Background: an optimization exercise with open tools, aiming at small area. Do not read the settings as production practice. Function was checked by simulation only, so behaviour that the tests miss may differ from the original. In every run shown here, the design's own scripts or RTL, not TritonCTS, make the clock network. The clock input has no modelled driver; a real chip could not lean on it and would need a root buffer or a full tree. Power figures rest on the tool's default switching activity, not on a simulated workload.

[design/flow/flow/run.sh]
#!/bin/bash
# Standard synthesis, then an area-oriented remap of the combinational
# logic (registers untouched, proven equivalent), then the standard layout
# with small port buffers and a hand-built clock buffer level.
set -euo pipefail
HERE=$(pwd)
LIB=$FLOW_HOME/platforms/$FLOW_PLATFORM/lib/sky130_fd_sc_hd__tt_025C_1v80.lib
RES=$HERE/orfs/results/$FLOW_PLATFORM/MAIN/base

bash standard.sh synth > make_synth.log 2>&1
cp $RES/1_2_yosys.v $HERE/std_synth.v

DU=$(sed 's/^/-dont_use /' flow/dont_use.txt | tr '\n' ' ')
best=$HERE/std_synth.v
best_area=1e9
for s in a b; do
  cat > reopt_$s.ys <<EOS
read_liberty -ignore_miss_func $LIB
setattr -mod -set keep_hierarchy 1 sky130_fd_sc_hd__dfxtp_1 sky130_fd_sc_hd__edfxtp_1
read_verilog $HERE/std_synth.v
hierarchy -top $FLOW_TOP
flatten
opt -purge
abc -liberty $LIB $DU -script $HERE/flow/reopt_$s.abc
opt_clean -purge
setundef -zero
hilomap -singleton -hicell sky130_fd_sc_hd__conb_1 HI -locell sky130_fd_sc_hd__conb_1 LO
insbuf -buf sky130_fd_sc_hd__buf_1 A X
splitnets
opt_clean -purge
tee -o $HERE/reopt_${s}_stat.txt stat -liberty $LIB
select $FLOW_TOP
write_verilog -noattr -nohex -nodec -selected $HERE/reopt_$s.v
EOS
  yosys -l reopt_${s}_yosys.log -s reopt_$s.ys > /dev/null 2>&1 || continue
  cat > equiv_$s.ys <<EOS
read_liberty -ignore_miss_func $LIB
read_verilog $HERE/std_synth.v
rename $FLOW_TOP gold
read_verilog $HERE/reopt_$s.v
rename $FLOW_TOP gate
flatten
opt_clean -purge
rename -hide w:_*
rename -hide w:\\\\_*
async2sync
equiv_make gold gate eq
hierarchy -top eq
equiv_simple -seq 2
equiv_induct -seq 2
equiv_status -assert
EOS
  if yosys -l equiv_${s}_yosys.log -s equiv_$s.ys > /dev/null 2>&1; then
    a=$(grep "Chip area for module '.$FLOW_TOP'" reopt_${s}_stat.txt | awk '{print $NF}')
    echo "remap $s: area $a, proven equivalent" >> reopt_choice.log
    if awk "BEGIN{exit !($a < $best_area)}"; then best=$HERE/reopt_$s.v; best_area=$a; fi
  else
    echo "remap $s: equivalence not proven, not used" >> reopt_choice.log
  fi
done
echo "using $best" >> reopt_choice.log
cp $best $RES/1_2_yosys.v
rm -f $RES/1_synth.odb $RES/1_synth.sdc

export BUFFER_PORTS_ARGS="-buffer_cell sky130_fd_sc_hd__buf_1"
export PRE_CTS_TCL=$HERE/flow/manual_cts.tcl
export MANUAL_CTS_BUF=sky130_fd_sc_hd__clkbuf_8
export MANUAL_CTS_N=4
bash standard.sh > make_layout.log 2>&1
[design/flow/flow/dont_use.txt]
sky130_fd_sc_hd__lpflow_bleeder_1
sky130_fd_sc_hd__lpflow_clkbufkapwr_1
sky130_fd_sc_hd__lpflow_clkbufkapwr_16
sky130_fd_sc_hd__lpflow_clkbufkapwr_2
sky130_fd_sc_hd__lpflow_clkbufkapwr_4
sky130_fd_sc_hd__lpflow_clkbufkapwr_8
sky130_fd_sc_hd__lpflow_clkinvkapwr_1
sky130_fd_sc_hd__lpflow_clkinvkapwr_16
sky130_fd_sc_hd__lpflow_clkinvkapwr_2
sky130_fd_sc_hd__lpflow_clkinvkapwr_4
sky130_fd_sc_hd__lpflow_clkinvkapwr_8
sky130_fd_sc_hd__lpflow_decapkapwr_12
sky130_fd_sc_hd__lpflow_decapkapwr_3
sky130_fd_sc_hd__lpflow_decapkapwr_4
sky130_fd_sc_hd__lpflow_decapkapwr_6
sky130_fd_sc_hd__lpflow_decapkapwr_8
sky130_fd_sc_hd__lpflow_inputiso0n_1
sky130_fd_sc_hd__lpflow_inputiso0p_1
sky130_fd_sc_hd__lpflow_inputiso1n_1
sky130_fd_sc_hd__lpflow_inputiso1p_1
sky130_fd_sc_hd__lpflow_inputisolatch_1
sky130_fd_sc_hd__lpflow_isobufsrc_1
sky130_fd_sc_hd__lpflow_isobufsrc_16
sky130_fd_sc_hd__lpflow_isobufsrc_2
sky130_fd_sc_hd__lpflow_isobufsrc_4
sky130_fd_sc_hd__lpflow_isobufsrc_8
sky130_fd_sc_hd__lpflow_isobufsrckapwr_16
sky130_fd_sc_hd__lpflow_lsbuf_lh_hl_isowell_tap_1
sky130_fd_sc_hd__lpflow_lsbuf_lh_hl_isowell_tap_2
sky130_fd_sc_hd__lpflow_lsbuf_lh_hl_isowell_tap_4
sky130_fd_sc_hd__lpflow_lsbuf_lh_isowell_4
sky130_fd_sc_hd__lpflow_lsbuf_lh_isowell_tap_1
sky130_fd_sc_hd__lpflow_lsbuf_lh_isowell_tap_2
sky130_fd_sc_hd__lpflow_lsbuf_lh_isowell_tap_4
sky130_fd_sc_hd__probe_p_8
sky130_fd_sc_hd__probec_p_8
[design/flow/flow/manual_cts.tcl]
# Clock buffering in place of TritonCTS: the register clock pins are split
# into MANUAL_CTS_N groups by position (k-means); one clock buffer, placed at
# the centre of its group, drives each group straight from the clock port.
set block [ord::get_db_block]
set db [ord::get_db]
set master [$db findMaster $::env(MANUAL_CTS_BUF)]
set k $::env(MANUAL_CTS_N)
set clk_net [$block findNet clk]
set sinks [$clk_net getITerms]
set pts {}
foreach it $sinks {
  set b [[$it getInst] getBBox]
  lappend pts [list [expr {([$b xMin] + [$b xMax]) / 2}] [expr {([$b yMin] + [$b yMax]) / 2}]]
}
set n [llength $pts]
# initial centres: spread along the sinks sorted by x
set order [lsort -integer -index 0 [lmap p $pts {set p}]]
set cs {}
for {set i 0} {$i < $k} {incr i} {
  lappend cs [lindex $order [expr {int(($i + 0.5) * $n / $k)}]]
}
for {set iter 0} {$iter < 50} {incr iter} {
  set asg {}
  foreach p $pts {
    set best 0; set bd -1
    for {set i 0} {$i < $k} {incr i} {
      set c [lindex $cs $i]
      set d [expr {abs([lindex $p 0] - [lindex $c 0]) + abs([lindex $p 1] - [lindex $c 1])}]
      if {$bd < 0 || $d < $bd} { set bd $d; set best $i }
    }
    lappend asg $best
  }
  set ncs {}
  for {set i 0} {$i < $k} {incr i} {
    set sx 0; set sy 0; set m 0
    foreach p $pts a $asg {
      if {$a == $i} { set sx [expr {$sx + [lindex $p 0]}]; set sy [expr {$sy + [lindex $p 1]}]; incr m }
    }
    if {$m > 0} { lappend ncs [list [expr {$sx / $m}] [expr {$sy / $m}]] } else { lappend ncs [lindex $cs $i] }
  }
  set cs $ncs
}
for {set i 0} {$i < $k} {incr i} {
  set buf [odb::dbInst_create $block $master clkbuf_leaf_$i]
  set bnet [odb::dbNet_create $block clknet_leaf_$i]
  $bnet setSigType CLOCK
  set m 0
  foreach it $sinks a $asg {
    if {$a == $i} { $it disconnect; $it connect $bnet; incr m }
  }
  [$buf findITerm A] connect $clk_net
  [$buf findITerm X] connect $bnet
  set c [lindex $cs $i]
  $buf setLocation [lindex $c 0] [lindex $c 1]
  $buf setPlacementStatus PLACED
  puts "manual clock buffer $i: $m sinks at $c"
}
global_connect
rename ::clock_tree_synthesis ::clock_tree_synthesis_unused
proc ::clock_tree_synthesis {args} { puts "clock_tree_synthesis skipped: clock buffered by hand" }
[design/flow/flow/reopt_a.abc]
strash
&get -n
&deepsyn -T 60
&put
dch -f
amap
topo
[design/flow/flow/reopt_b.abc]
strash
dc2
dch -f
map -a
strash
dch -f
map -a
topo
[design/flow/standard.sh]
#!/bin/bash
# synth_recipe.tcl (not shown) runs the flow's synth.tcl, then flattens the netlist and writes it again
# the make line also repeats each setting of config.mk as NAME=value (left out here)
make -C /OpenROAD-flow-scripts/flow DESIGN_CONFIG=/design/flow/config.mk WORK_HOME=/design/flow/orfs CLKGATE_MAP_FILE= SYNTH_SCRIPT=/design/flow/synth_recipe.tcl "${@:-finish}"
[design/flow/config.mk]
export PLATFORM = sky130hd
export DESIGN_NAME = MAIN
export DESIGN_NICKNAME = MAIN
export VERILOG_FILES = /design/flow/design.v
export SDC_FILE = /design/flow/constraint.sdc
export NUM_CORES = 4
export LEC_CHECK = 0
export CAP_MARGIN = 20
export CORE_MARGIN = 2
export CORE_UTILIZATION = 40
export SLEW_MARGIN = 20
[design/flow/constraint.sdc]
create_clock -name core_clock -period 5.0 [get_ports {clk}]
set_input_delay 1.0000 -clock core_clock [delete_from_list [all_inputs] [get_ports {clk}]]
set_output_delay 1.0000 -clock core_clock [all_outputs]
set_load 0.01 [all_outputs]
[design/flow/design.v]
module ROM (
    input  [4:0] address,
    output [3:0] data
);
    localparam [127:0] TABLE = 128'h65321100011235679acdeefffeedca98;
    assign data = TABLE >> {address, 2'b00};
endmodule
module LEDROM (
    input  [4:0] address,
    output [3:0] code
);
    localparam [127:0] TABLE = 128'h22100088800012234456667776665443;
    assign code = TABLE >> {address, 2'b00};
endmodule
module CLK_DIV #(
    parameter N     = 11,
    parameter TAPS  = 11'h401,
    parameter START = 11'h0,
    parameter DMASK = 11'h7ff,
    parameter DVAL  = 11'h0
) (
    input  clk,
    input  rst,
    output term
);
    localparam [N-1:0] P = {N{2'b10}};
    reg [N-1:0] s;
    assign term = (s & DMASK) == ((DVAL ^ P) & DMASK);
    wire fb = ~^(s & TAPS) ^ (^(P & TAPS));
    always @(posedge clk)
        if (rst | term) s <= START ^ P;
        else            s <= {~s[N-2:0], fb};
endmodule
module CLK_DIV2 (
    input  clk,
    input  rst,
    output reg [4:0] q
);
    always @(posedge clk)
        if (rst) q <= 5'h0;
        else     q <= q + 5'h1;
endmodule
module MAIN(
    input c,
    input d,
    input e,
    input clk,
    input rst,
    output [3:0] data,
    output [7:0] ledsx,
    output [7:0] ledsy
);
    wire [4:0] t32;
    wire       end37, end665, end15625, end1493;
    CLK_DIV2 m32(.clk(clk), .rst(rst), .q(t32));
    CLK_DIV #(.N(6),  .TAPS(6'h21),     .START(6'h3E),     .DMASK(6'h07),     .DVAL(6'h07))
        m37   (.clk(clk), .rst(rst), .term(end37));
    CLK_DIV #(.N(10), .TAPS(10'h204),   .START(10'h338),   .DMASK(10'h137),   .DVAL(10'h136))
        m665  (.clk(clk), .rst(rst), .term(end665));
    CLK_DIV #(.N(14), .TAPS(14'h2205),  .START(14'h07CD),  .DMASK(14'h0FFF),  .DVAL(14'h03E7))
        m15625(.clk(clk), .rst(rst), .term(end15625));
    CLK_DIV #(.N(11), .TAPS(11'h401),   .START(11'h0AA),   .DMASK(11'h0FF),   .DVAL(11'h0FF))
        m1493 (.clk(clk), .rst(rst), .term(end1493));
    wire t31 = &t32;
    reg fc, fd, fe, s;
    always @(posedge clk)
        if (rst) begin
            fc <= 1'b0; fd <= 1'b0; fe <= 1'b0; s <= 1'b0;
        end else begin
            fc <= fc ^ end1493;
            fd <= fd ^ (t32[0] & end665);
            fe <= fe ^ (t31 & end37);
            s  <= s  ^ (t31 & end15625);
        end
    wire t  = c ? fc : d ? fd : e ? fe : 1'b0;
    wire t2 = (c | d | e) & s;
    reg tq, t2q;
    always @(posedge clk)
        if (rst) begin
            tq <= 1'b0; t2q <= 1'b0;
        end else begin
            tq <= t; t2q <= t2;
        end
    wire rise  = t & ~tq;
    wire rise2 = t2 & ~t2q;
    reg [4:0] address, address2;
    always @(posedge clk)
        if (rst) begin
            address <= 5'h0; address2 <= 5'h0;
        end else begin
            if (rise)  address  <= address + 5'h1;
            if (rise2) address2 <= address2 + 5'h1;
        end
    ROM vrom(.address(address), .data(data));
    wire [3:0] code;
    LEDROM vrom2(.address(address2), .code(code));
    reg z, posi;
    reg [2:0] k;
    always @(posedge clk)
        if (rst) begin
            z <= 1'b1; posi <= 1'b0;
        end else if (rise) begin
            if (code[3]) begin
                if (posi) z <= 1'b1;
            end else begin
                z <= 1'b0;
                k <= code[2:0];
                if (&code[2:0]) posi <= ~posi;
            end
        end
    wire       m = posi ^ (&k);
    wire [2:0] j = k ^ {3{m}};
    genvar i;
    generate
        for (i = 0; i < 8; i = i + 1) begin : g
            assign ledsx[7-i] = ~z & (k >= i);
            assign ledsy[i]   = ~z & (j != i);
        end
    endgenerate
endmodule
==> results of run 1 <==
==> path summary, 6_finish.rpt <==
| kind | startpoint | depth (start not counted) | to |
|---|---|---|---|
| max | k[0]$_DFFE_PP_ | 6 | ledsy[5] |
| min | m37.s[3]$_SDFF_PP0_ | 1 | m37.s[4]$_SDFF_PP1_ |
| max reg2reg | fd$_SDFF_PP0_ | 10 | address[4]$_SDFFE_PP0P_ |
| min reg2reg | m37.s[3]$_SDFF_PP0_ | 1 | m37.s[4]$_SDFF_PP1_ |
==> cell type report <==
| type | instances | area share |
|---|---|---|
| Buffer | 4 | 0.02134 |
| Inverter | 26 | 0.03783 |
| Sequential cell | 67 | 0.5315 |
| Tap cell | 72 | 0.03492 |
| Multi-Input combinational cell | 182 | 0.3366 |
| Timing Repair Buffer | 25 | 0.03783 |
==> placed cells by master (no fill, tap or decap) <==
cell type and instances:
nor2_1 74, dfxtp_1 64, nand2_1 29, clkinv_1 26, buf_1 24, a21oi_1 15, o21ai_0 12, nor3_1 12
a211oi_1 10, o22ai_1 6, clkbuf_8 4, a31oi_1 3, nand3_1 3, a311oi_1 3, edfxtp_1 3, and3_1 2
and2_0 2, nor4_1 1, o31ai_1 1, or2_0 1, a32oi_1 1, or4b_1 1, nand4b_1 1, o211ai_1 1
nor3b_1 1, o32ai_1 1, a221oi_1 1, a2111oi_0 1, buf_4 1
==> report_power, final <==
group | internal, mW | leakage (nW) | total (mW) | switching, mW
registers | 0.558 | 0.553 | 0.569 | 0.0114
logic | 0.0100 | 0.328 | 0.0273 | 0.0173
clock network | 0.0741 | 0.0288 | 0.198 | 0.124
==> through the flow <==
| stage | hold WS (ns) | utilization | cell area (sq um) |
|---|---|---|---|
| after floorplan | 0.3434 | - | 2337 |
| after global placement | 0.3455 | 0.4530 | 2525 |
| after global routing | 0.3441 | 0.4629 | 2580 |
| after detailed placement | 0.3497 | 0.4530 | 2525 |
| after CTS | 0.3509 | 0.4629 | 2580 |
| final | 0.3322 | 0.4629 | 2580 |
==> state kept, by name, summed over array words and instances (netlist names) <==
signal,flops
address,5
address2,5
fc,1
fd,1
fe,1
k,3
m1493.s,11
m15625.s,14
m32.q,5
m37.s,6
m665.s,10
posi,1
s,1
t2q,1
tq,1
z,1
==> per-layer routing <==
| layer | GRT usage | part of all wire | wire length, um | vias to the layer above |
|---|---|---|---|---|
| li1 | - | - | - | 1001 |
| met1 | 0.1778 | 0.50 | 2019 | 805 |
| met2 | 0.2358 | 0.43 | 1755 | 42 |
| met3 | 0.01124 | 0.050 | 203 | 7 |
| met4 | 0.01695 | 0.015 | 62 | 0 |
| met5 | 0 | 0 | 0 | - |
==> summary.md, run 1 <==
| Metric | Value |
|---|---|
| Final Hold Viols | `0` |
| Synth warnings | `6` |
| Gate Count Post-Synth | `275` |
| Largest net degree at the start of global routing | `41` |
| Worst-path cell chain | `clkinv_1 > a31oi_1 > nand2_1 > o21ai_0 > o22ai_1 > buf_1` |
| Dpl hpwl | `2958 um` |
| First-pass GRT wire length | `7231 um` |
| Layout cells sized above 1 | `0.01645` |
| CP top delay family | `compound AO/OA/AOI/OAI gates` |
| Slowest stage delay, CP | `0.42 ns` |
| Resized cells post-CTS | `0` |
| FILL cells | `571` |
| Vias in the first global route | `1,688` |
| CP required | `4.00 ns` |
| Crit path max-delay cell type | `edfxtp_1` |
| # setup viols final | `0` |
| Placed cells | `372` |
| Drt first pass iters | `4` |
| Worst min path class | `reg -> reg` |
| Setup WS post-layout | `2.370 ns` |
| Worst slack, placed | `2.446 ns` |
| Post-Syn Area | `0.002337 sq mm` |
| All-Layer GR Usage | `0.1319` |
| Gpl congestion | `0.7549` |
| DRT Wirelength | `4042 um` |
| Overall power | `0.7947 mW` |
| Layout Skew | `0.03419 ns` |
| Area occupied by registers | `0.001371 sq mm` |
| Post-CTS setup buffers | `0` |
| Wire length per cell | `10.75 um` |
| Drc violations | `0` |
| Global route total overflow | `0` |
| Clk pin slew, worst setup/hold paths | `0.12 ns` |
| Worst reg2reg setup slack | `3.23 ns` |
| Setup TNS | `0 ns` |
| Clock Latency Late Sink | `0.17 ns` |
| ANT nets after route | `0` |
| Status | `no timing/DRC/antenna violations` |
| Syn avg cell area | `8.499 sq um` |
| Max Cap Viol | `0` |
| Worst setup SP type | `flop` |
| DIE WIDTH | `80.44 um` |
| Non-filler instance count after layout | `376` |
| Slew margin rel. | `0.6586` |
| Die Area | `0.006471 sq mm` |
| RSZ-0062 raised after global routing | `false` |
| Critical Path AT | `1.63 ns` |
| Row cnt | `27` |
| Starting DRC count in detailed routing | `63` |
| CP Capture Type | `output port` |
| Area Overhead vs Synth | `10.39%` |
| Nets | `311` |
| Worst vdd ir | `0.2000 mV` |
| I/O pin cnt | `25` |
| Max Freq | `380.3 MHz` |
| Worst slew pin tran | `0.5074 ns` |
| Pwr Density | `308.0 mW/mm^2` |
| Port Buffers | `24` |
| Hold Buf Count CTS | `0` |
| Initial cell density of the core | `0.4193` |
| ANT cells | `0` |
| Crit path buffers/inverters | `2` |
| Multi-input logic area | `868.3 sq um` |
| Tcrit/Tclk final | `0.5260` |
| Crit Path Class | `reg -> out` |
| Net Count, Synth | `280` |
| Die Y | `80.44 um` |
| Worst-path maximum fanout | `6` |
| Fin crit period | `2.630 ns` |
| Antenna violations before repair | `0` |
| Detail-routed via count per cell | `4.934` |
| Core Region | `0.005574 sq mm` |
| Vias | `1,855` |
| Fin. max-slew vios | `0` |
| P_leak | `0.9094 nW` |
==> inputs of run 2 (changes only) <==
--- a/design/flow/flow/run.sh
+++ b/design/flow/flow/run.sh
@@ -66,4 +66,4 @@
 export PRE_CTS_TCL=$HERE/flow/manual_cts.tcl
 export MANUAL_CTS_BUF=sky130_fd_sc_hd__clkbuf_8
-export MANUAL_CTS_N=4
+export MANUAL_CTS_N=3
 bash standard.sh > make_layout.log 2>&1
--- a/design/flow/flow/manual_cts.tcl
+++ b/design/flow/flow/manual_cts.tcl
@@ -1,4 +1,4 @@
 # Clock buffering in place of TritonCTS: the register clock pins are split
-# into MANUAL_CTS_N groups by position (k-means); one clock buffer, placed at
+# into MANUAL_CTS_N groups of equal size by position (balanced k-means); one clock buffer, placed at
 # the centre of its group, drives each group straight from the clock port.
 set block [ord::get_db_block]
@@ -20,14 +20,24 @@
   lappend cs [lindex $order [expr {int(($i + 0.5) * $n / $k)}]]
 }
+set cap [expr {($n + $k - 1) / $k}]
 for {set iter 0} {$iter < 50} {incr iter} {
-  set asg {}
+  # balanced assignment: sink-centre pairs in order of distance, each
+  # centre taking at most cap sinks
+  set pairs {}
+  set pi 0
   foreach p $pts {
-    set best 0; set bd -1
     for {set i 0} {$i < $k} {incr i} {
       set c [lindex $cs $i]
-      set d [expr {abs([lindex $p 0] - [lindex $c 0]) + abs([lindex $p 1] - [lindex $c 1])}]
-      if {$bd < 0 || $d < $bd} { set bd $d; set best $i }
+      lappend pairs [list [expr {abs([lindex $p 0] - [lindex $c 0]) + abs([lindex $p 1] - [lindex $c 1])}] $pi $i]
     }
-    lappend asg $best
+    incr pi
+  }
+  set asg [lrepeat $n -1]
+  set cnt [lrepeat $k 0]
+  foreach pr [lsort -integer -index 0 $pairs] {
+    lassign $pr d pi i
+    if {[lindex $asg $pi] >= 0 || [lindex $cnt $i] >= $cap} continue
+    lset asg $pi $i
+    lset cnt $i [expr {[lindex $cnt $i] + 1}]
   }
   set ncs {}
==> run 2 against run 1 <==
Sequential power barely moved. Critical endpoint unchanged. Hold slack improved by 0.046 ns. Critical path type unchanged. First-iteration DRC count rose by 13%. Setup slack got worse by 0.041 ns.
==> summary.md, run 2 <==
| Metric | Value |
|---|---|
| Biggest regs | `m15625.s: 14 flops, m1493.s: 11 flops, m665.s: 10 flops` |
| All-Layer GR Usage | `0.1324` |
| ANT nets after route | `0` |
| Gpl congestion | `0.7549` |
| Resized cells post-CTS | `0` |
| Max Freq | `374.4 MHz` |
| CP Capture Type | `output port` |
| DIE WIDTH | `80.44 um` |
| Syn avg cell area | `8.499 sq um` |
| Net Count, Synth | `280` |
| Slew margin rel. | `0.6671` |
| Multi-input logic area | `868.3 sq um` |
| Area occupied by registers | `0.001371 sq mm` |
| Final hold slack | `0.3779 ns` |
| Layout Skew | `0.004289 ns` |
| Fin crit period | `2.671 ns` |
| Port Buffers | `24` |
| Worst slew pin tran | `0.4948 ns` |
| Fin. max-slew vios | `0` |
| Non-filler instance count after layout | `375` |
| I/O pin cnt | `25` |
| Dpl cell area | `0.002525 sq mm` |
| Tcrit/Tclk final | `0.5342` |
| Worst slack, placed | `2.446 ns` |
| DRT Wirelength | `4084 um` |
| Status | `no timing/DRC/antenna violations` |
| Synth warnings | `6` |
| Slowest stage delay, CP | `0.43 ns` |
| Overall power | `0.7828 mW` |
| Row cnt | `27` |
| Layout cells sized above 1 | `0.01320` |
| Most common cell after layout, fill and taps aside | `nor2_1` |
| Setup WS post-layout | `2.329 ns` |
| Largest net degree at the start of global routing | `41` |
| Finished Cell Area | `0.002566 sq mm` |
| Biggest register | `m15625.s` |
| Placed cells | `372` |
| Max reg flops | `14` |
| Gate Count Post-Synth | `275` |
| Worst vdd ir | `0.1877 mV` |
| Crit path from | `k[0]$_DFFE_PP_` |
| ANT cells | `0` |
| Antenna violations before repair | `0` |
| Die Area | `0.006471 sq mm` |
| Worst-path cell chain | `clkinv_1 > a31oi_1 > nand2_1 > o21ai_0 > o22ai_1 > buf_1` |
| # setup viols final | `0` |
| Setup crit end | `ledsy[5]` |
| R2R depth | `5` |
| Worst reg2reg setup slack | `3.22 ns` |
| Setup TNS | `0 ns` |
| WP depth | `6` |
| R2r endpoint | `k[2]$_DFFE_PP_` |
| Final Hold Viols | `0` |
| Critical R2R Launch | `address2[0]$_SDFFE_PP0P_` |
| Fin util | `0.4604` |
| Max Cap Viol | `0` |
| RSZ-0062 raised after global routing | `false` |
| CP top delay family | `compound AO/OA/AOI/OAI gates` |
| Hold Buf Count CTS | `0` |
| Core Region | `0.005574 sq mm` |
| Worst-path maximum fanout | `6` |
| Dpl hpwl | `2958 um` |
| Drc violations | `0` |
| Post-Syn Area | `0.002337 sq mm` |
| Nets | `310` |
| Crit Path Class | `reg -> out` |
| Critical Path AT | `1.67 ns` |
| FILL cells | `571` |
| Clk pin slew, worst setup/hold paths | `0.12 ns` |
| Vias | `1,857` |
| Worst min path class | `reg -> reg` |
| Detail-routed via count per cell | `4.952` |
| Clock Latency Late Sink | `0.18 ns` |
| Die Y | `80.44 um` |
| Initial cell density of the core | `0.4193` |
| Drt first pass iters | `4` |
| Starting DRC count in detailed routing | `71` |
| Vias in the first global route | `1,678` |
| Area Overhead vs Synth | `9.797%` |
| Wire length per cell | `10.89 um` |
| CP required | `4.00 ns` |
| Global route total overflow | `0` |
| Worst setup SP type | `flop` |
| Post-CTS setup buffers | `0` |
| P_leak | `0.9022 nW` |
| Most frequent cells in the layout | `nor2_1, dfxtp_1, nand2_1` |
| Crit path buffers/inverters | `2` |
| First-pass GRT wire length | `7238 um` |
| Pwr Density | `305.0 mW/mm^2` |
| Crit path max-delay cell type | `edfxtp_1` |
-- run 2: changes by cell type in the layout (fill, tap and decap cells not counted) --
cell      previous run  this run
clkbuf_8             4         3
-- run 2: how the worst min path moves through the flow --
stage,endpoint,depth (start not counted),start
6_report,m665.s[8]$_SDFF_PP1_,1,m665.s[7]$_SDFF_PP1_
3_5_place_dp,m665.s[8]$_SDFF_PP1_,1,m665.s[7]$_SDFF_PP1_
4_1_cts,m665.s[8]$_SDFF_PP1_,1,m665.s[7]$_SDFF_PP1_
2_1_floorplan,m1493.s[9]$_SDFF_PP1_,1,m1493.s[8]$_SDFF_PP0_
5_1_grt,m665.s[8]$_SDFF_PP1_,1,m665.s[7]$_SDFF_PP1_
3_3_place_gp,m665.s[8]$_SDFF_PP1_,1,m665.s[7]$_SDFF_PP1_
-- run 2: layout make-up --
class,count,area share
Buffer,3,0.01609
Inverter,26,0.03803
Multi-Input combinational cell,182,0.3384
Sequential cell,67,0.5344
Tap cell,72,0.03510
Timing Repair Buffer,25,0.03803
-- run 2: worst register-to-register path, cell delays in order, from the launching register on --
cell,delay (ns)
dfxtp_1,0.45
nand2_1,0.10
o22ai_1,0.18
or2_0,0.20
nor2_1,0.09
nor3_1,0.42
-- run 2: metal layers --
metal | GRT usage | wire, um
met1 | 0.1764 | 2018
met2 | 0.2417 | 1806
met3 | 0.01124 | 215
met4 | 0.01186 | 44
met5 | 0 | 0
-- run 2: report_power, final --
part	leakage, nW	switching [mW]	internal, mW
registers	0.553	0.0114	0.558
clock network	0.0216	0.129	0.0566
logic	0.328	0.0174	0.0100
total	0.902	0.158	0.625
==> inputs of run 3 (changes only) <==
--- a/design/flow/flow/run.sh
+++ b/design/flow/flow/run.sh
@@ -66,4 +66,4 @@
 export PRE_CTS_TCL=$HERE/flow/manual_cts.tcl
 export MANUAL_CTS_BUF=sky130_fd_sc_hd__clkbuf_8
-export MANUAL_CTS_N=3
+export MANUAL_CTS_N=4
 bash standard.sh > make_layout.log 2>&1
==> run 3 against run 2 <==
Die area stayed put. Still clean. Core utilization grew 0.25 points. Largest cell class unchanged. Global-route usage barely moved.
==> summary.md, run 3 <==
| Metric | Value |
|---|---|
| Layout cells sized above 1 | `0.01645` |
| Crit path buffers/inverters | `2` |
| RSZ-0062 raised after global routing | `false` |
| Syn avg cell area | `8.499 sq um` |
| Biggest register | `m15625.s` |
| Overall power | `0.7972 mW` |
| Vias in the first global route | `1,680` |
| Layout Skew | `0.008016 ns` |
| Worst setup SP type | `flop` |
| Global route total overflow | `0` |
| DRT Wirelength | `4088 um` |
| CP top delay family | `compound AO/OA/AOI/OAI gates` |
| Port Buffers | `24` |
| ANT cells | `0` |
| Max reg flops | `14` |
| Worst reg2reg setup slack | `3.23 ns` |
| Dpl hpwl | `2958 um` |
| Worst slew pin tran | `0.4978 ns` |
| Drt first pass iters | `4` |
| Vias | `1,856` |
| Fin. max-slew vios | `0` |
| Final hold slack | `0.3694 ns` |
| Core Region | `0.005574 sq mm` |
| Tcrit/Tclk final | `0.5280` |
| CP required | `4.00 ns` |
| Wire length per cell | `10.87 um` |
| Nets | `311` |
| Synth warnings | `6` |
| Antenna violations before repair | `0` |
| Pwr Density | `309.0 mW/mm^2` |
| # setup viols final | `0` |
| Gate Count Post-Synth | `275` |
| Gpl congestion | `0.7549` |
| Initial cell density of the core | `0.4193` |
| Most frequent cells in the layout | `nor2_1, dfxtp_1, nand2_1` |
| Max Freq | `378.8 MHz` |
| Post-Syn Area | `0.002337 sq mm` |
| Final Hold Viols | `0` |
| Starting DRC count in detailed routing | `78` |
| Net Count, Synth | `280` |
| Fin crit period | `2.640 ns` |
| WP depth | `6` |
| Die Area | `0.006471 sq mm` |
| CP Capture Type | `output port` |
| Area Overhead vs Synth | `10.39%` |
| Detail-routed via count per cell | `4.936` |
| Worst-path maximum fanout | `6` |
| Die Y | `80.44 um` |
| All-Layer GR Usage | `0.1329` |
| R2R depth | `9` |
| Non-filler instance count after layout | `376` |
| Hold Buf Count CTS | `0` |
| FILL cells | `567` |
| Drc violations | `0` |
| Placed cells | `372` |
| Clk pin slew, worst setup/hold paths | `0.10 ns` |
| Slew margin rel. | `0.6651` |
| Most common cell after layout, fill and taps aside | `nor2_1` |
| Worst hold path depth | `1` |
| Clock Latency Late Sink | `0.16 ns` |
| ANT nets after route | `0` |
| Worst vdd ir | `0.2147 mV` |
| Status | `no timing/DRC/antenna violations` |
| P_leak | `0.9094 nW` |
| Setup TNS | `0 ns` |
| Crit Path Class | `reg -> out` |
| Crit path max-delay cell type | `edfxtp_1` |
| Biggest regs | `m15625.s: 14 flops, m1493.s: 11 flops, m665.s: 10 flops` |
| Worst-path cell chain | `clkinv_1 > a31oi_1 > nand2_1 > o21ai_0 > o22ai_1 > buf_1` |
| Critical Path AT | `1.64 ns` |
| I/O pin cnt | `25` |
| Max Cap Viol | `0` |
| Worst min path class | `reg -> reg` |
| Post-CTS setup buffers | `0` |
| Largest net degree at the start of global routing | `41` |
| First-pass GRT wire length | `7265 um` |
| DIE WIDTH | `80.44 um` |
| Slowest stage delay, CP | `0.42 ns` |
| Row cnt | `27` |
| Resized cells post-CTS | `0` |
-- run 3: layout make-up --
| type | instances | area, sq um | share of cell area |
|---|---|---|---|
| timing repair buffer | 25 | 97.59 | 0.03783 |
| inverter | 26 | 97.59 | 0.03783 |
| tap | 72 | 90.09 | 0.03492 |
| buffer | 4 | 55.05 | 0.02134 |
| multi-input combinational | 182 | 868.3 | 0.3366 |
| sequential | 67 | 1371 | 0.5315 |
-- run 3: worst reg2reg max path: stages (launching register included) --
cell	delay [ns]
dfxtp_1	0.44
clkinv_1	0.12
nor2_1	0.09
o22ai_1	0.09
or2_0	0.24
nor2_1	0.17
o32ai_1	0.14
nor2_1	0.15
nor2_1	0.06
a21oi_1	0.13
-- run 3: metrics by stage --
step | worst slack (ns) | util | area (sq um)
floorplan | 2.735 | - | 2337
global placement | 2.501 | 0.4530 | 2525
detailed placement | 2.446 | 0.4530 | 2525
CTS | 2.455 | 0.4629 | 2580
global route | 2.168 | 0.4629 | 2580
finish | 2.360 | 0.4629 | 2580
-- run 3: report_power, final --
part / switching [mW] / leakage (nW) / internal (mW) / total, mW
sequential: 0.0115 / 0.553 / 0.558 / 0.569
combinational: 0.0173 / 0.328 / 0.0100 / 0.0273
clock: 0.127 / 0.0288 / 0.0742 / 0.201
total: 0.155 / 0.909 / 0.642 / 0.797
-- run 3: routing by layer --
metal  routed length (um)  share of wire  global-route usage  vias up
met5                    0              0                   0        -
met4                   57          0.014             0.01356        0
met3                  178          0.044             0.01236        5
met2                 1783           0.44              0.2333       37
met1                 2069           0.51              0.1835      815
li1                     -              -                   -      999
-- run 3: worst paths after layout --
check | startpoint | end
setup / recovery | k[0]$_DFFE_PP_ | ledsy[5]
hold / removal | m665.s[7]$_SDFF_PP1_ | m665.s[8]$_SDFF_PP1_
setup reg to reg | address2[0]$_SDFFE_PP0P_ | k[1]$_DFFE_PP_
hold reg to reg | m665.s[7]$_SDFF_PP1_ | m665.s[8]$_SDFF_PP1_
==> inputs of run 4 (changes only) <==
--- a/design/flow/flow/run.sh
+++ b/design/flow/flow/run.sh
@@ -65,5 +65,5 @@
 export BUFFER_PORTS_ARGS="-buffer_cell sky130_fd_sc_hd__buf_1"
 export PRE_CTS_TCL=$HERE/flow/manual_cts.tcl
-export MANUAL_CTS_BUF=sky130_fd_sc_hd__clkbuf_8
-export MANUAL_CTS_N=4
+export MANUAL_CTS_BUF=sky130_fd_sc_hd__clkbuf_16
+export MANUAL_CTS_N=2
 bash standard.sh > make_layout.log 2>&1
==> run 4 against run 3 <==
Fmax fell by 1.1%. Core utilization fell by 0.090 points. Power fell by 0.31%. Combinational power barely moved. Final area fell by 0.19%. Global-route usage fell by 0.17 points. Routed wire length fell by 2.2%. Largest cell class unchanged. Highest routed layer unchanged.
==> summary.md, run 4 <==
| Metric | Value |
|---|---|
| Initial cell density of the core | `0.4193` |
| Vias in the first global route | `1,677` |
| Critical Path AT | `1.67 ns` |
| Worst setup SP type | `flop` |
| Crit Path Class | `reg -> out` |
| Gpl congestion | `0.7549` |
| Hold Startpoint | `m665.s[7]$_SDFF_PP1_` |
| Tcrit/Tclk final | `0.5338` |
| R2R depth | `5` |
| Global route total overflow | `0` |
| Gate Count Post-Synth | `275` |
| Die Area | `0.006471 sq mm` |
| First-pass GRT wire length | `7189 um` |
| Worst min path class | `reg -> reg` |
| DIE WIDTH | `80.44 um` |
| Starting DRC count in detailed routing | `65` |
| Max Cap Viol | `0` |
| Max reg flops | `14` |
| Sequential fraction of design power | `0.716` |
| DRT Wirelength | `3997 um` |
| Detail-routed via count per cell | `4.952` |
| Post-Syn Area | `0.002337 sq mm` |
| CP Capture Type | `output port` |
| Clock Latency Late Sink | `0.17 ns` |
| Core Region | `0.005574 sq mm` |
| Syn avg cell area | `8.499 sq um` |
| P_sw | `0.1522 mW` |
| Worst vdd ir | `0.2649 mV` |
| Final Hold Viols | `0` |
| Clk pin slew, worst setup/hold paths | `0.11 ns` |
| Area occupied by registers | `0.001371 sq mm` |
| CP required | `4.00 ns` |
| Port Buffers | `24` |
| Nets | `309` |
| Overall power | `0.7948 mW` |
| Resized cells post-CTS | `0` |
| Switch share | `0.1915` |
| Dpl hpwl | `2958 um` |
| Largest net degree at the start of global routing | `41` |
| Multi-input logic area | `868.3 sq um` |
| Max Freq | `374.6 MHz` |
| Layout cells sized above 1 | `0.009934` |
| ANT cells | `0` |
| Area Overhead vs Synth | `10.17%` |
| Layout Skew | `0.004578 ns` |
| Hold Buf Count CTS | `0` |
| R2r endpoint | `k[2]$_DFFE_PP_` |
| Worst slew pin tran | `0.4921 ns` |
| RSZ-0062 raised after global routing | `false` |
| Biggest register | `m15625.s` |
| Drc violations | `0` |
| Worst reg2reg setup slack | `3.23 ns` |
| # setup viols final | `0` |
| Pint | `0.6426 mW` |
| Antenna violations before repair | `0` |
| Worst-path maximum fanout | `6` |
| Row cnt | `27` |
| Net Count, Synth | `280` |
| Synth warnings | `6` |
| Most frequent cells in the layout | `nor2_1, dfxtp_1, nand2_1` |
| Worst hold path depth | `1` |
| Setup TNS | `0 ns` |
| Worst Hold Endpoint | `m665.s[8]$_SDFF_PP1_` |
| Vias | `1,852` |
| I/O pin cnt | `25` |
| Die Y | `80.44 um` |
| Clock Power Share | `0.249` |
| Slew margin rel. | `0.6689` |
| Biggest regs | `m15625.s: 14 flops, m1493.s: 11 flops, m665.s: 10 flops` |
| Most common cell after layout, fill and taps aside | `nor2_1` |
| Fin. max-slew vios | `0` |
| P_leak | `0.9053 nW` |
| All-Layer GR Usage | `0.1312` |
| Critical R2R Launch | `address2[0]$_SDFFE_PP0P_` |
| Comb pwr share | `0.034` |
| FILL cells | `567` |
| ANT nets after route | `0` |
| Fin crit period | `2.669 ns` |
| Status | `no timing/DRC/antenna violations` |
| Post-CTS setup buffers | `0` |
| Pwr Density | `308.6 mW/mm^2` |
| Drt first pass iters | `4` |
| Wire length per cell | `10.69 um` |
## run 4: how the worst max path moves through the flow
| stage | to | cells past startpoint | from |
|---|---|---|---|
| CTS | address[4]$_SDFFE_PP0P_ | 12 | d |
| detailed placement | address[4]$_SDFFE_PP0P_ | 12 | d |
| finish | ledsy[5] | 6 | k[0]$_DFFE_PP_ |
| global placement | address[4]$_SDFFE_PP0P_ | 12 | d |
| global route | ledsy[2] | 6 | k[0]$_DFFE_PP_ |
| floorplan | ledsy[0] | 5 | k[2]$_DFFE_PP_ |
## run 4: final cells by class
| type | count | area share |
|---|---|---|
| plain buffers | 2 | 0.01944 |
| inverters | 26 | 0.03790 |
| multi-input cells | 182 | 0.3372 |
| flip-flops and latches | 67 | 0.5326 |
| well taps | 72 | 0.03499 |
| repair buffers | 25 | 0.03790 |
## run 4: critical path: stages (launching register included)
cell	delay [ns]
edfxtp_1	0.43
clkinv_1	0.18
a31oi_1	0.30
nand2_1	0.11
o21ai_0	0.22
o22ai_1	0.13
buf_1	0.13
## run 4: power by group through the flow
stage	sequential [mW]	combinational [mW]	clock, mW
2_1_floorplan	0.578	0.0172	0
4_1_cts	0.582	0.0281	0.154
3_5_place_dp	0.582	0.0280	0
5_1_grt	0.573	0.0333	0.224
6_report	0.569	0.0273	0.198
3_3_place_gp	0.581	0.0270	0
## run 4: routing by layer
| layer | GRT usage | vias to the layer above | share of wire | routed length (um) |
|---|---|---|---|---|
| met2 | 0.2442 | 36 | 0.44 | 1762 |
| met5 | 0 | - | 0 | 0 |
| met1 | 0.1722 | 818 | 0.51 | 2042 |
| li1 | - | 996 | - | - |
| met3 | 0.01011 | 2 | 0.040 | 161 |
| met4 | 0.01017 | 0 | 0.0078 | 31 |
## run 4: metrics by stage
step	hold slack (ns)	setup WS, ns	util	area, sq um	instances
6_report	0.3742	2.331	0.4620	2575	374
5_1_grt	0.3851	2.138	0.4620	2575	374
4_1_cts	0.3509	2.452	0.4620	2575	374
3_5_place_dp	0.3497	2.446	0.4530	2525	372
3_3_place_gp	0.3455	2.501	0.4530	2525	372
2_1_floorplan	0.3434	2.735	-	2337	275
==> inputs of run 5 (changes only) <==
--- a/design/flow/design.v
+++ b/design/flow/design.v
@@ -99,5 +99,5 @@
     always @(posedge clk)
         if (rst) begin
-            z <= 1'b1; posi <= 1'b0;
+            z <= 1'b1; posi <= 1'b0; k <= 3'b000;
         end else if (rise) begin
             if (code[3]) begin
==> run 5 against run 4 <==
Hold slack lost 0.0014 ns. Highest routed layer unchanged. Global-route usage shrank 0.44 points. Largest power group unchanged. Sequential share of layout area shrank 0.91 points. Register-to-register slack lost 0.13 ns. Area after synthesis shrank 0.54%. Final area shrank 0.49%. Still clean on timing, DRC and antenna. Critical endpoint is now z$_SDFFE_PP1P_. Synthesized cell count shrank 0.36%. Largest cell class unchanged. First-iteration DRC count grew 11%. Sequential cell count is the same. Power grew 4.3%. Die area shrank 0.51%. Critical path depth shrank 1.
==> summary.md, run 5 <==
| Metric | Value |
|---|---|
| CP top delay family | `buffers and inverters` |
| P_leak | `0.9018 nW` |
| Gate Count Post-Synth | `274` |
| Most common cell after layout, fill and taps aside | `nor2_1` |
| CP dominant cell by count | `clkinv_1` |
| Comb pwr share | `0.070` |
| Crit Path Class | `in -> reg` |
| Crit path buffers/inverters | `3` |
| First-pass GRT wire length | `6927 um` |
| Fin crit period | `2.547 ns` |
| Slowest stage delay, CP | `0.57 ns` |
| Hold Buf Count CTS | `0` |
| Worst slew pin tran | `0.6819 ns` |
| Biggest register | `m15625.s` |
| RSZ-0062 raised after global routing | `false` |
| Vias in the first global route | `1,635` |
| Fin. max-slew vios | `0` |
| Syn avg cell area | `8.484 sq um` |
| Multi-input logic area | `893.4 sq um` |
| Port Buffers | `24` |
| Worst vdd ir | `0.1579 mV` |
| Vias | `1,852` |
| ANT cells | `0` |
| Setup TNS | `0 ns` |
| Max Cap Viol | `0` |
| Clock Latency Late Sink | `0.18 ns` |
| Layout Skew | `0.01193 ns` |
| Area Overhead vs Synth | `10.23%` |
| Synth warnings | `6` |
| Clk pin slew, worst setup/hold paths | `0.11 ns` |
| Antenna violations before repair | `0` |
| Row cnt | `27` |
| Drc violations | `0` |
| Wire length per cell | `10.46 um` |
| Critical Path AT | `2.65 ns` |
| Gpl congestion | `0.7649` |
| Max Freq | `392.6 MHz` |
| ANT nets after route | `0` |
| Status | `no timing/DRC/antenna violations` |
| Tcrit/Tclk final | `0.5094` |
| Dpl hpwl | `2894 um` |
| Pwr Density | `323.6 mW/mm^2` |
| Overall power | `0.8293 mW` |
| I/O pin cnt | `25` |
| Worst-path cell chain | `buf_1 > clkinv_1 > o21ai_0 > clkinv_1 > a31oi_1` |
| Core Region | `0.005574 sq mm` |
| Post-CTS setup buffers | `0` |
| DIE WIDTH | `80.24 um` |
| Most frequent cells in the layout | `nor2_1, dfxtp_1, nand2_1` |
| Post-Syn Area | `0.002325 sq mm` |
| Resized cells post-CTS | `0` |
| # setup viols final | `0` |
| P_sw | `0.1762 mW` |
| Crit path max-delay cell type | `clkinv_1` |
| Worst min path class | `reg -> reg` |
| Worst-path maximum fanout | `16` |
| Clock Power Share | `0.240` |
| Global route total overflow | `0` |
| Slew margin rel. | `0.5454` |
| Max reg flops | `14` |
| Net Count, Synth | `279` |
| Switch share | `0.2124` |
| DRT Wirelength | `3902 um` |
| Nets | `308` |
| CP required | `5.10 ns` |
| CP Capture Type | `flop` |
| Biggest regs | `m15625.s: 14 flops, m1493.s: 11 flops, m665.s: 10 flops` |
| Final Hold Viols | `0` |
| Pint | `0.6531 mW` |
| Die Y | `80.24 um` |
| FILL cells | `574` |
| Initial cell density of the core | `0.4171` |
| Largest net degree at the start of global routing | `35` |
| All-Layer GR Usage | `0.1268` |
| Sequential fraction of design power | `0.690` |
| Die Area | `0.006438 sq mm` |
| Worst setup SP type | `primary input` |
| Layout cells sized above 1 | `0.009967` |
| Drt first pass iters | `4` |
| Area occupied by registers | `0.001341 sq mm` |
| Detail-routed via count per cell | `4.965` |
| Starting DRC count in detailed routing | `72` |
## run 5: worst paths after layout
path	to	slack, ns	from	depth (start not counted)
max	z$_SDFFE_PP1P_	2.45	rst	5
min	m665.s[8]$_SDFF_PP1_	0.37	m665.s[7]$_SDFF_PP1_	1
max reg2reg	address[4]$_SDFFE_PP0N_	3.10	fd$_SDFF_PP0_	10
min reg2reg	m665.s[8]$_SDFF_PP1_	0.37	m665.s[7]$_SDFF_PP1_	1
## run 5: cell type report
cell class | instances | share of cell area
flip-flops and latches | 67 | 0.5234
multi-input cells | 183 | 0.3486
repair buffers | 25 | 0.03809
inverters | 24 | 0.03516
well taps | 72 | 0.03516
plain buffers | 2 | 0.01953
## run 5: layer usage
layer | wire length, um | track usage
met1 | 1975 | 0.1654
met4 | 44 | 0.01186
met3 | 168 | 0.01236
met5 | 0 | 0
met2 | 1713 | 0.2342
## run 5: metrics by stage
stage	cells	cell area [sq um]	utilization	hold slack [ns]	setup WS (ns)
6_report	373	2562	0.4597	0.3728	2.453
5_1_grt	373	2562	0.4597	0.3920	2.171
4_1_cts	373	2562	0.4597	0.3503	2.259
3_5_place_dp	371	2512	0.4507	0.3490	2.253
3_3_place_gp	371	2512	0.4507	0.3464	2.296
2_1_floorplan	274	2325	-	0.3434	2.729
## run 5: power groups by stage
| stage | Clock, mW | Combinational (mW) | Sequential (mW) |
|---|---|---|---|
| 2_1_floorplan | 0 | 0.0389 | 0.581 |
| 3_3_place_gp | 0 | 0.0575 | 0.584 |
| 3_5_place_dp | 0 | 0.0586 | 0.584 |
| 4_1_cts | 0.154 | 0.0588 | 0.585 |
| 5_1_grt | 0.225 | 0.0671 | 0.576 |
| 6_report | 0.199 | 0.0579 | 0.572 |
==> inputs of run 6 (changes only) <==
--- a/design/flow/flow/run.sh
+++ b/design/flow/flow/run.sh
@@ -12,7 +12,6 @@
 
 DU=$(sed 's/^/-dont_use /' flow/dont_use.txt | tr '\n' ' ')
-best=$HERE/std_synth.v
-best_area=1e9
-for s in a b; do
+remap() {
+  s=$1
   cat > reopt_$s.ys <<EOS
 read_liberty -ignore_miss_func $LIB
@@ -33,5 +32,5 @@
 write_verilog -noattr -nohex -nodec -selected $HERE/reopt_$s.v
 EOS
-  yosys -l reopt_${s}_yosys.log -s reopt_$s.ys > /dev/null 2>&1 || continue
+  yosys -l reopt_${s}_yosys.log -s reopt_$s.ys > /dev/null 2>&1 || return 0
   cat > equiv_$s.ys <<EOS
 read_liberty -ignore_miss_func $LIB
@@ -52,11 +51,14 @@
 EOS
   if yosys -l equiv_${s}_yosys.log -s equiv_$s.ys > /dev/null 2>&1; then
-    a=$(grep "Chip area for module '.$FLOW_TOP'" reopt_${s}_stat.txt | awk '{print $NF}')
-    echo "remap $s: area $a, proven equivalent" >> reopt_choice.log
-    if awk "BEGIN{exit !($a < $best_area)}"; then best=$HERE/reopt_$s.v; best_area=$a; fi
-  else
-    echo "remap $s: equivalence not proven, not used" >> reopt_choice.log
+    echo "$(grep "Chip area for module '.$FLOW_TOP'" reopt_${s}_stat.txt | awk '{print $NF}') $s" > proven_$s.txt
   fi
-done
+}
+# four seeds of the deep remap side by side, and one quick remap
+for s in s0 s2 s3 s5 b; do remap $s & done
+wait
+best=$HERE/std_synth.v
+pick=$(cat proven_*.txt 2>/dev/null | sort -g | head -1 | awk '{print $2}' || true)
+cat proven_*.txt > reopt_choice.log 2>/dev/null || true
+if [[ -n "$pick" ]]; then best=$HERE/reopt_$pick.v; fi
 echo "using $best" >> reopt_choice.log
 cp $best $RES/1_2_yosys.v
@@ -65,5 +67,5 @@
 export BUFFER_PORTS_ARGS="-buffer_cell sky130_fd_sc_hd__buf_1"
 export PRE_CTS_TCL=$HERE/flow/manual_cts.tcl
-export MANUAL_CTS_BUF=sky130_fd_sc_hd__clkbuf_16
-export MANUAL_CTS_N=2
+export MANUAL_CTS_BUF=sky130_fd_sc_hd__clkbuf_8
+export MANUAL_CTS_N=3
 bash standard.sh > make_layout.log 2>&1
==> design/flow/flow/reopt_s0.abc (new file) <==
strash
&get -n
&deepsyn -T 60 -S 0
&put
dch -f
amap
topo
==> design/flow/flow/reopt_s2.abc (new file) <==
strash
&get -n
&deepsyn -T 60 -S 2
&put
dch -f
amap
topo
==> design/flow/flow/reopt_s3.abc (new file) <==
strash
&get -n
&deepsyn -T 60 -S 3
&put
dch -f
amap
topo
==> design/flow/flow/reopt_s5.abc (new file) <==
strash
&get -n
&deepsyn -T 60 -S 5
&put
dch -f
amap
topo
--- a/design/flow/config.mk
+++ b/design/flow/config.mk
@@ -8,4 +8,4 @@
 export CAP_MARGIN = 20
 export CORE_MARGIN = 2
-export CORE_UTILIZATION = 40
+export CORE_UTILIZATION = 70
 export SLEW_MARGIN = 20
removed: design/flow/flow/reopt_a.abc
==> run 6 against run 5 <==
Synthesized cell count unchanged. Final area decreased by 1.8%. Die area decreased by 41%. Clock skew decreased by 0.0021 ns. Sequential cell count unchanged. Critical path type is now reg -> out.
==> summary.md, run 6 <==
| Metric | Value |
|---|---|
| Status | `no timing/DRC/antenna violations` |
| Post-Syn Area | `0.002323 sq mm` |
| Gpl congestion | `0.7709` |
| Worst min path class | `reg -> reg` |
| All-Layer GR Usage | `0.2189` |
| Drc violations | `0` |
| Biggest register | `m15625.s` |
| Die Area | `0.003796 sq mm` |
| Antenna violations before repair | `0` |
| Port Buffers | `24` |
| Fin. max-slew vios | `0` |
| Net Count, Synth | `279` |
| Worst reg2reg setup slack | `3.08 ns` |
| Gate Count Post-Synth | `274` |
| Fin crit period | `2.637 ns` |
| Critical Path AT | `1.64 ns` |
| Die Y | `61.61 um` |
| Worst vdd ir | `0.4118 mV` |
| Wire length per cell | `11.77 um` |
| Nets | `309` |
| RSZ-0062 raised after global routing | `false` |
| Clk pin slew, worst setup/hold paths | `0.12 ns` |
| Met2 WL | `1989 um` |
| # setup viols final | `0` |
| Metal3 WL | `160 um` |
| Most frequent cells in the layout | `nor2_1, dfxtp_1, nand2_1` |
| Clock Latency Late Sink | `0.17 ns` |
| Slew margin rel. | `0.5557` |
| Global route total overflow | `0` |
| Hold Buf Count CTS | `0` |
| Core Region | `0.003103 sq mm` |
| First-pass GRT wire length | `6492 um` |
| Max Cap Viol | `0` |
| Tcrit/Tclk final | `0.5275` |
| Area Overhead vs Synth | `8.347%` |
| R2R depth | `10` |
| Layout cells sized above 1 | `0.01325` |
| Max Freq | `379.2 MHz` |
| Most common cell after layout, fill and taps aside | `nor2_1` |
| Biggest regs | `m15625.s: 14 flops, m1493.s: 11 flops, m665.s: 10 flops` |
| Post-CTS setup buffers | `0` |
| ANT cells | `0` |
| Synth warnings | `6` |
| Layout Skew | `0.009793 ns` |
| R2r endpoint | `address[4]$_SDFFE_PP0N_` |
| Drt first pass iters | `4` |
| Dpl hpwl | `3151 um` |
| DRT met1 WL | `1880 um` |
| Top Metal Used | `met4` |
| I/O pin cnt | `25` |
| CP Capture Type | `output port` |
| Crit Path Class | `reg -> out` |
| Initial cell density of the core | `0.7488` |
| CP required | `4.00 ns` |
| Detail-routed via count per cell | `5.471` |
| Setup TNS | `0 ns` |
| Row cnt | `20` |
| Worst slew pin tran | `0.6664 ns` |
| Vias | `1,893` |
| Max reg flops | `14` |
| Vias in the first global route | `1,623` |
| Crit path from | `k[2]$_SDFFE_PP0P_` |
| Worst setup SP type | `flop` |
| Final Hold Viols | `0` |
| DIE WIDTH | `61.61 um` |
| Critical R2R Launch | `fd$_SDFF_PP0_` |
| Syn avg cell area | `8.480 sq um` |
| P_leak | `0.9021 nW` |
| Largest net degree at the start of global routing | `24` |
| Starting DRC count in detailed routing | `97` |
| Resized cells post-CTS | `0` |
| Pwr Density | `316.4 mW/mm^2` |
| Overall power | `0.7966 mW` |
| Setup crit end | `ledsy[7]` |
| ANT nets after route | `0` |
| DRT Wirelength | `4073 um` |
| Worst-path maximum fanout | `6` |
run 6: cell types whose count changed in the layout (fill, tap and decap cells not counted), sizes merged, moves of 2 or more:
cell	previous run	this run
a211oi	11	14
a31oi	4	2
nor3	10	7
nand2	33	36
clkinv	24	22
run 6: worst min path at each step:
stage                       startpoint                       to  slack, ns  cells past startpoint
6_report         m1493.s[8]$_SDFF_PP0_    m1493.s[9]$_SDFF_PP1_       0.38                      1
5_1_grt        m15625.s[12]$_SDFF_PP0_  m15625.s[13]$_SDFF_PP1_       0.40                      1
4_1_cts          m1493.s[8]$_SDFF_PP0_    m1493.s[9]$_SDFF_PP1_       0.35                      1
3_5_place_dp     m1493.s[8]$_SDFF_PP0_    m1493.s[9]$_SDFF_PP1_       0.36                      1
3_3_place_gp      m665.s[7]$_SDFF_PP1_     m665.s[8]$_SDFF_PP1_       0.35                      1
2_1_floorplan    m1493.s[8]$_SDFF_PP0_    m1493.s[9]$_SDFF_PP1_       0.34                      1
run 6: per-stage QoR:
step / utilization / hold slack [ns] / std cells / cell area [sq um] / worst slack [ns]
after global routing: 0.8113 / 0.4002 / 346 / 2517 / 2.109
final: 0.8113 / 0.3767 / 346 / 2517 / 2.363
after floorplan: - / 0.3434 / 274 / 2323 / 2.579
after detailed placement: 0.7980 / 0.3582 / 343 / 2476 / 2.405
after global placement: 0.7980 / 0.3463 / 343 / 2476 / 2.517
after CTS: 0.8113 / 0.3520 / 346 / 2517 / 2.408
run 6: power breakdown:
group	switching, mW	total [mW]	internal, mW
clock	0.123	0.179	0.0565
combinational	0.0291	0.0457	0.0165
sequential	0.0151	0.572	0.557
run 6: routing by layer:
| layer | global-route usage | up-vias |
|---|---|---|
| li1 | - | 990 |
| met1 | 0.2755 | 861 |
| met2 | 0.4165 | 36 |
| met3 | 0.02311 | 6 |
| met4 | 0.02128 | 0 |
| met5 | 0 | - |
run 6: cell type report:
cell class / instances / area [sq um]
inverter: 22 / 82.58
timing repair buffer: 25 / 97.59
multi-input combinational: 185 / 899.6
buffer: 3 / 41.29
sequential: 67 / 1341
tap: 44 / 55.05
fill: 220 / 585.6
run 6: critical path, cell delays in order (launching register included):
cell	delay (ns)
dfxtp_1	0.42
clkinv_1	0.19
nor2_1	0.18
clkinv_1	0.15
o21ai_0	0.12
o21ai_0	0.13
o21ai_0	0.09
buf_1	0.17
==> inputs of run 7 (changes only) <==
--- a/design/flow/flow/run.sh
+++ b/design/flow/flow/run.sh
@@ -67,5 +67,5 @@
 export BUFFER_PORTS_ARGS="-buffer_cell sky130_fd_sc_hd__buf_1"
 export PRE_CTS_TCL=$HERE/flow/manual_cts.tcl
-export MANUAL_CTS_BUF=sky130_fd_sc_hd__clkbuf_8
-export MANUAL_CTS_N=3
+export MANUAL_CTS_BUF=sky130_fd_sc_hd__clkbuf_16
+export MANUAL_CTS_N=2
 bash standard.sh > make_layout.log 2>&1
--- a/design/flow/config.mk
+++ b/design/flow/config.mk
@@ -8,4 +8,4 @@
 export CAP_MARGIN = 20
 export CORE_MARGIN = 2
-export CORE_UTILIZATION = 70
+export CORE_UTILIZATION = 40
 export SLEW_MARGIN = 20
==> run 7 against run 6 <==
Hold slack lost 0.0020 ns. Die area increased by 70%. Area after synthesis unchanged. Routed wire length down 5.6%. Global-route usage shrank 9.8 points. Critical path depth stayed put. Core utilization fell by 35 points. First-iteration DRC count decreased by 52%. Final area rose by 1.7%. Fmax barely moved. Setup slack worse by 0.0024 ns. Critical path type unchanged. Critical endpoint unchanged.
==> summary.md, run 7 <==
| Metric | Value |
|---|---|
| Max Freq | `378.8 MHz` |
| DRT Wirelength | `3844 um` |
| Net Count, Synth | `279` |
| Biggest regs | `m15625.s: 14 flops, m1493.s: 11 flops, m665.s: 10 flops` |
| Port Buffers | `24` |
| DIE WIDTH | `80.22 um` |
| Clock Latency Late Sink | `0.17 ns` |
| First-pass GRT wire length | `6665 um` |
| Worst setup SP type | `flop` |
| Nets | `308` |
| I/O pin cnt | `25` |
| Slew margin rel. | `0.6546` |
| Worst-path maximum fanout | `6` |
| Setup TNS | `0 ns` |
| Vias in the first global route | `1,613` |
| Top Metal Used | `met4` |
| Met2 WL | `1742 um` |
| Worst min path class | `reg -> reg` |
| Pwr Density | `318.2 mW/mm^2` |
| Drt first pass iters | `5` |
| Global route total overflow | `0` |
| Status | `no timing/DRC/antenna violations` |
| Most frequent cells in the layout | `nor2_1, dfxtp_1, nand2_1` |
| ANT cells | `0` |
| # setup viols final | `0` |
| Detail-routed via count per cell | `4.930` |
| Critical Path AT | `1.64 ns` |
| Wire length per cell | `10.31 um` |
| Initial cell density of the core | `0.4168` |
| ANT nets after route | `0` |
| Layout Skew | `0.01010 ns` |
| Synth warnings | `6` |
| Post-CTS setup buffers | `0` |
| Area Overhead vs Synth | `10.23%` |
| Fin. max-slew vios | `0` |
| Clk pin slew, worst setup/hold paths | `0.11 ns` |
| Max reg flops | `14` |
| Die Y | `80.22 um` |
| CP Capture Type | `output port` |
| All-Layer GR Usage | `0.1207` |
| Max Cap Viol | `0` |
| Fin crit period | `2.640 ns` |
| Layout cells sized above 1 | `0.009967` |
| P_leak | `0.9052 nW` |
| Resized cells post-CTS | `0` |
| Die Area | `0.006434 sq mm` |
| Worst slew pin tran | `0.5134 ns` |
| Gpl congestion | `0.7203` |
| Worst slack, placed | `2.436 ns` |
| Syn avg cell area | `8.480 sq um` |
| Area occupied by registers | `0.001341 sq mm` |
| Most common cell after layout, fill and taps aside | `nor2_1` |
| FILL cells | `567` |
| Vias | `1,839` |
| CP required | `4.00 ns` |
| Starting DRC count in detailed routing | `47` |
| Crit Path Class | `reg -> out` |
| Largest net degree at the start of global routing | `39` |
| Metal3 WL | `143 um` |
| Core Region | `0.005574 sq mm` |
| Worst vdd ir | `0.3212 mV` |
| Gate Count Post-Synth | `274` |
| Tcrit/Tclk final | `0.5280` |
| Row cnt | `27` |
| Final Hold Viols | `0` |
| Final hold slack | `0.3748 ns` |
| Hold Buf Count CTS | `0` |
| Setup WS post-layout | `2.360 ns` |
| RSZ-0062 raised after global routing | `false` |
| Post-Syn Area | `0.002323 sq mm` |
| Multi-input logic area | `899.6 sq um` |
| DRT met1 WL | `1931 um` |
| Biggest register | `m15625.s` |
| Antenna violations before repair | `0` |
| Dpl hpwl | `2847 um` |
| Drc violations | `0` |
[run 7: where the power goes]
group	internal [mW]	switching, mW
sequential	0.557	0.0135
combinational	0.0166	0.0295
clock	0.0747	0.124
[run 7: metrics by stage]
stage               power [mW]  utilization  cells  cell area [sq um]
CTS                     0.7836       0.4595    373               2561
floorplan               0.6097            -    274               2323
global placement        0.6278       0.4505    371               2511
finish                  0.8150       0.4595    373               2561
global route            0.8495       0.4595    373               2561
detailed placement      0.6289       0.4505    371               2511
[run 7: final cells by class]
| type | count | area share |
|---|---|---|
| multi-input cells | 185 | 0.3512 |
| plain buffers | 2 | 0.01954 |
| repair buffers | 25 | 0.03810 |
| flip-flops and latches | 67 | 0.5237 |
| well taps | 72 | 0.03517 |
| inverters | 22 | 0.03224 |
[run 7: worst max-delay path, stage by stage, from the launching register on]
cell and delay [ns]:
dfxtp_1 0.43, clkinv_1 0.20, nor2_1 0.18, clkinv_1 0.14, o21ai_0 0.12, o21ai_0 0.14, o21ai_0 0.09, buf_1 0.17
[run 7: final timing paths]
check,startpoint,endpoint,slack (ns),depth (start not counted)
setup / recovery,k[2]$_SDFFE_PP0P_,ledsy[7],2.36,7
hold / removal,m665.s[3]$_SDFF_PP0_,m665.s[4]$_SDFF_PP1_,0.37,1
hold reg to reg,m665.s[3]$_SDFF_PP0_,m665.s[4]$_SDFF_PP1_,0.37,1
setup reg to reg,fd$_SDFF_PP0_,address[4]$_SDFFE_PP0N_,3.11,10
[run 7: metal layers]
layer	vias to the layer above	global-route usage
li1	989	-
met1	808	0.1593
met2	40	0.2250
met3	2	0.006742
met4	0	0.01017
met5	-	0
==> inputs of run 8 (changes only) <==
--- a/design/flow/flow/run.sh
+++ b/design/flow/flow/run.sh
@@ -54,6 +54,7 @@
   fi
 }
-# four seeds of the deep remap side by side, and one quick remap
-for s in s0 s2 s3 s5 b; do remap $s & done
+# one quick remap, then four seeds of the deep remap side by side
+remap b
+for s in s0 s3 s4 s6; do remap $s & done
 wait
 best=$HERE/std_synth.v
==> design/flow/flow/reopt_s0.abc (replaced) <==
strash
&get -n
&deepsyn -T 150 -S 0
&put
dch -f
amap
topo
==> design/flow/flow/reopt_s3.abc (replaced) <==
strash
&get -n
&deepsyn -T 150 -S 3
&put
dch -f
amap
topo
==> design/flow/flow/reopt_s4.abc (new file) <==
strash
&get -n
&deepsyn -T 150 -S 4
&put
dch -f
amap
topo
==> design/flow/flow/reopt_s6.abc (new file) <==
strash
&get -n
&deepsyn -T 150 -S 6
&put
dch -f
amap
topo
removed: design/flow/flow/reopt_s2.abc
removed: design/flow/flow/reopt_s5.abc
==> run 8 against run 7 <==
Final area rose by 0.34%. Setup slack got worse by 0.11 ns. Die area grew 0.36%. Clock power barely moved. Fmax shrank 3.9%. Power is 2.7% lower. Cell count unchanged. Synthesized cell count stayed put. Sequential share of layout area shrank 0.18 points. Sequential cell count unchanged. Global-route usage is 0.36 points higher.
==> summary.md, run 8 <==
| Metric | Value |
|---|---|
| First-pass GRT wire length | `6879 um` |
| DRT met1 WL | `2094 um` |
| DIE WIDTH | `80.36 um` |
| Fin. max-slew vios | `0` |
| Worst min path class | `reg -> reg` |
| Finished Cell Area | `0.002570 sq mm` |
| Worst hold path depth | `1` |
| Hold Buf Count CTS | `0` |
| Die Area | `0.006458 sq mm` |
| Detail-routed via count per cell | `4.863` |
| Row cnt | `27` |
| Gate Count Post-Synth | `274` |
| R2R depth | `8` |
| Max Cap Viol | `0` |
| Dpl hpwl | `2953 um` |
| Most frequent cells in the layout | `nor2_1, dfxtp_1, nand2_1` |
| Layout Skew | `0.003423 ns` |
| I/O pin cnt | `25` |
| Layout cells sized above 1 | `0.009967` |
| Vias in the first global route | `1,606` |
| Clock Latency Late Sink | `0.17 ns` |
| Core Region | `0.005574 sq mm` |
| Drc violations | `0` |
| Max reg flops | `14` |
| Setup TNS | `0 ns` |
| Gpl congestion | `0.7127` |
| Worst vdd ir | `0.2588 mV` |
| Biggest register | `m15625.s` |
| Resized cells post-CTS | `0` |
| Syn avg cell area | `8.512 sq um` |
| Final hold slack | `0.3740 ns` |
| Max Freq | `363.9 MHz` |
| Antenna violations before repair | `0` |
| Status | `no timing/DRC/antenna violations` |
| Global route total overflow | `0` |
| CP required | `4.00 ns` |
| RSZ-0062 raised after global routing | `false` |
| Worst slew pin tran | `0.7353 ns` |
| Vias | `1,814` |
| Pwr Density | `308.7 mW/mm^2` |
| Worst setup SP type | `flop` |
| CP Capture Type | `output port` |
| Fin crit period | `2.748 ns` |
| Largest net degree at the start of global routing | `35` |
| Biggest regs | `m15625.s: 14 flops, m1493.s: 11 flops, m665.s: 10 flops` |
| Worst-path maximum fanout | `6` |
| Synth warnings | `6` |
| Final Hold Viols | `0` |
| Nets | `308` |
| Post-CTS setup buffers | `0` |
| Slew margin rel. | `0.5098` |
| Port Buffers | `24` |
| Net Count, Synth | `279` |
| P_leak | `0.9234 nW` |
| Tcrit/Tclk final | `0.5497` |
| Area Overhead vs Synth | `10.19%` |
| Crit Path Class | `reg -> out` |
| All-Layer GR Usage | `0.1243` |
| Wire length per cell | `10.66 um` |
| Most common cell after layout, fill and taps aside | `nor2_1` |
| Initial cell density of the core | `0.4184` |
| Drt first pass iters | `4` |
| Die Y | `80.36 um` |
| Post-Syn Area | `0.002332 sq mm` |
| FILL cells | `573` |
| Dpl cell area | `0.002520 sq mm` |
| Top Metal Used | `met4` |
| Starting DRC count in detailed routing | `98` |
| DRT Wirelength | `3975 um` |
| Critical Path AT | `1.75 ns` |
| Metal3 WL | `152 um` |
| # setup viols final | `0` |
| Clk pin slew, worst setup/hold paths | `0.11 ns` |
| Fin util | `0.4611` |
| ANT nets after route | `0` |
| ANT cells | `0` |
| Met2 WL | `1696 um` |
run 8: where the power goes:
| part | total [mW] | switching [mW] | internal, mW |
|---|---|---|---|
| Clock | 0.200 | 0.125 | 0.0747 |
| Sequential | 0.566 | 0.0110 | 0.555 |
| Combinational | 0.0280 | 0.0176 | 0.0104 |
run 8: final timing paths:
check,startpoint,endpoint,slack (ns)
setup / recovery,k[2]$_SDFFE_PP0P_,ledsy[7],2.25
setup reg to reg,fe$_SDFF_PP0_,k[0]$_SDFFE_PP0P_,3.17
hold / removal,m665.s[3]$_SDFF_PP0_,m665.s[4]$_SDFF_PP1_,0.37
hold reg to reg,m665.s[3]$_SDFF_PP0_,m665.s[4]$_SDFF_PP1_,0.37
run 8: critical path, cell delays in order, from the launching register on:
cell and delay, ns:
dfxtp_1 0.44, clkinv_1 0.16, nor2_1 0.16, clkinv_1 0.13
nor3_1 0.25, nor2b_1 0.08, or2_0 0.23, buf_1 0.13
run 8: cell type report:
type	instances	area (sq um)	share of cell area
Tap cell	72	90.09	0.03505
Inverter	22	82.58	0.03213
Buffer	2	50.05	0.01947
Timing Repair Buffer	25	97.59	0.03797
Multi-Input combinational cell	185	908.4	0.3535
Sequential cell	67	1341	0.5219
run 8: per-layer routing:
metal / up-vias / GRT usage
li1: 997 / -
met1: 786 / 0.1738
met2: 27 / 0.2192
met3: 4 / 0.008989
met4: 0 / 0.008475
met5: - / 0
run 8: per-stage QoR:
stage	setup WS (ns)	std cells	total power, mW
2_1_floorplan	2.378	274	0.5932
3_3_place_gp	2.443	371	0.6060
3_5_place_dp	2.420	371	0.6065
4_1_cts	2.394	373	0.7611
5_1_grt	2.060	373	0.8301
6_report	2.252	373	0.7933

-- separate check: timing with driven ports --
How much do the figures lean on ideal ports? The routed layouts below were timed once more, with nothing changed but the port constraints.
Step 1 sets driving cells, clkbuf_16 on the clock port and buf_2 on the other inputs (assumed; they add their load-dependent delay and slew).
Step 2 adds t to the input delays and takes it off the output delays; t is the mean of the earliest and latest rising clock arrival at the registers after step 1. Input paths then give back, and output paths get back, about the clock's delay inside the block.
Three values: no drivers, after step 1, after step 2; two values: the first two.
run | shift t [ns] | setup slack, ns | worst register clock-pin slew, ns | worst slew at a driven data input, ns | cell pins on the clock port's net
run 1 | 0.212 | 2.370 / 2.317 / 2.468 | 0.12 / 0.12 | 0.03 | 4
run 2 | 0.225 | 2.329 / 2.279 / 2.482 | 0.13 / 0.13 | 0.03 | 3
run 3 | 0.208 | 2.360 / 2.306 / 2.495 | 0.10 / 0.10 | 0.03 | 4
run 4 | 0.214 | 2.331 / 2.285 / 2.490 | 0.11 / 0.11 | 0.03 | 2
run 5 | 0.218 | 2.453 / 2.433 / 2.258 | 0.12 / 0.12 | 0.04 | 2
run 6 | 0.213 | 2.363 / 2.319 / 2.402 | 0.12 / 0.12 | 0.05 | 3
run 7 | 0.212 | 2.360 / 2.317 / 2.465 | 0.11 / 0.11 | 0.03 | 2
run 8 | 0.216 | 2.252 / 2.205 / 2.409 | 0.11 / 0.11 | 0.03 | 2
After both steps every run listed still meets setup and hold. For run 5, which loses most, drivers alone change the setup slack by -0.020 ns; drivers and shift together by -0.195 ns.
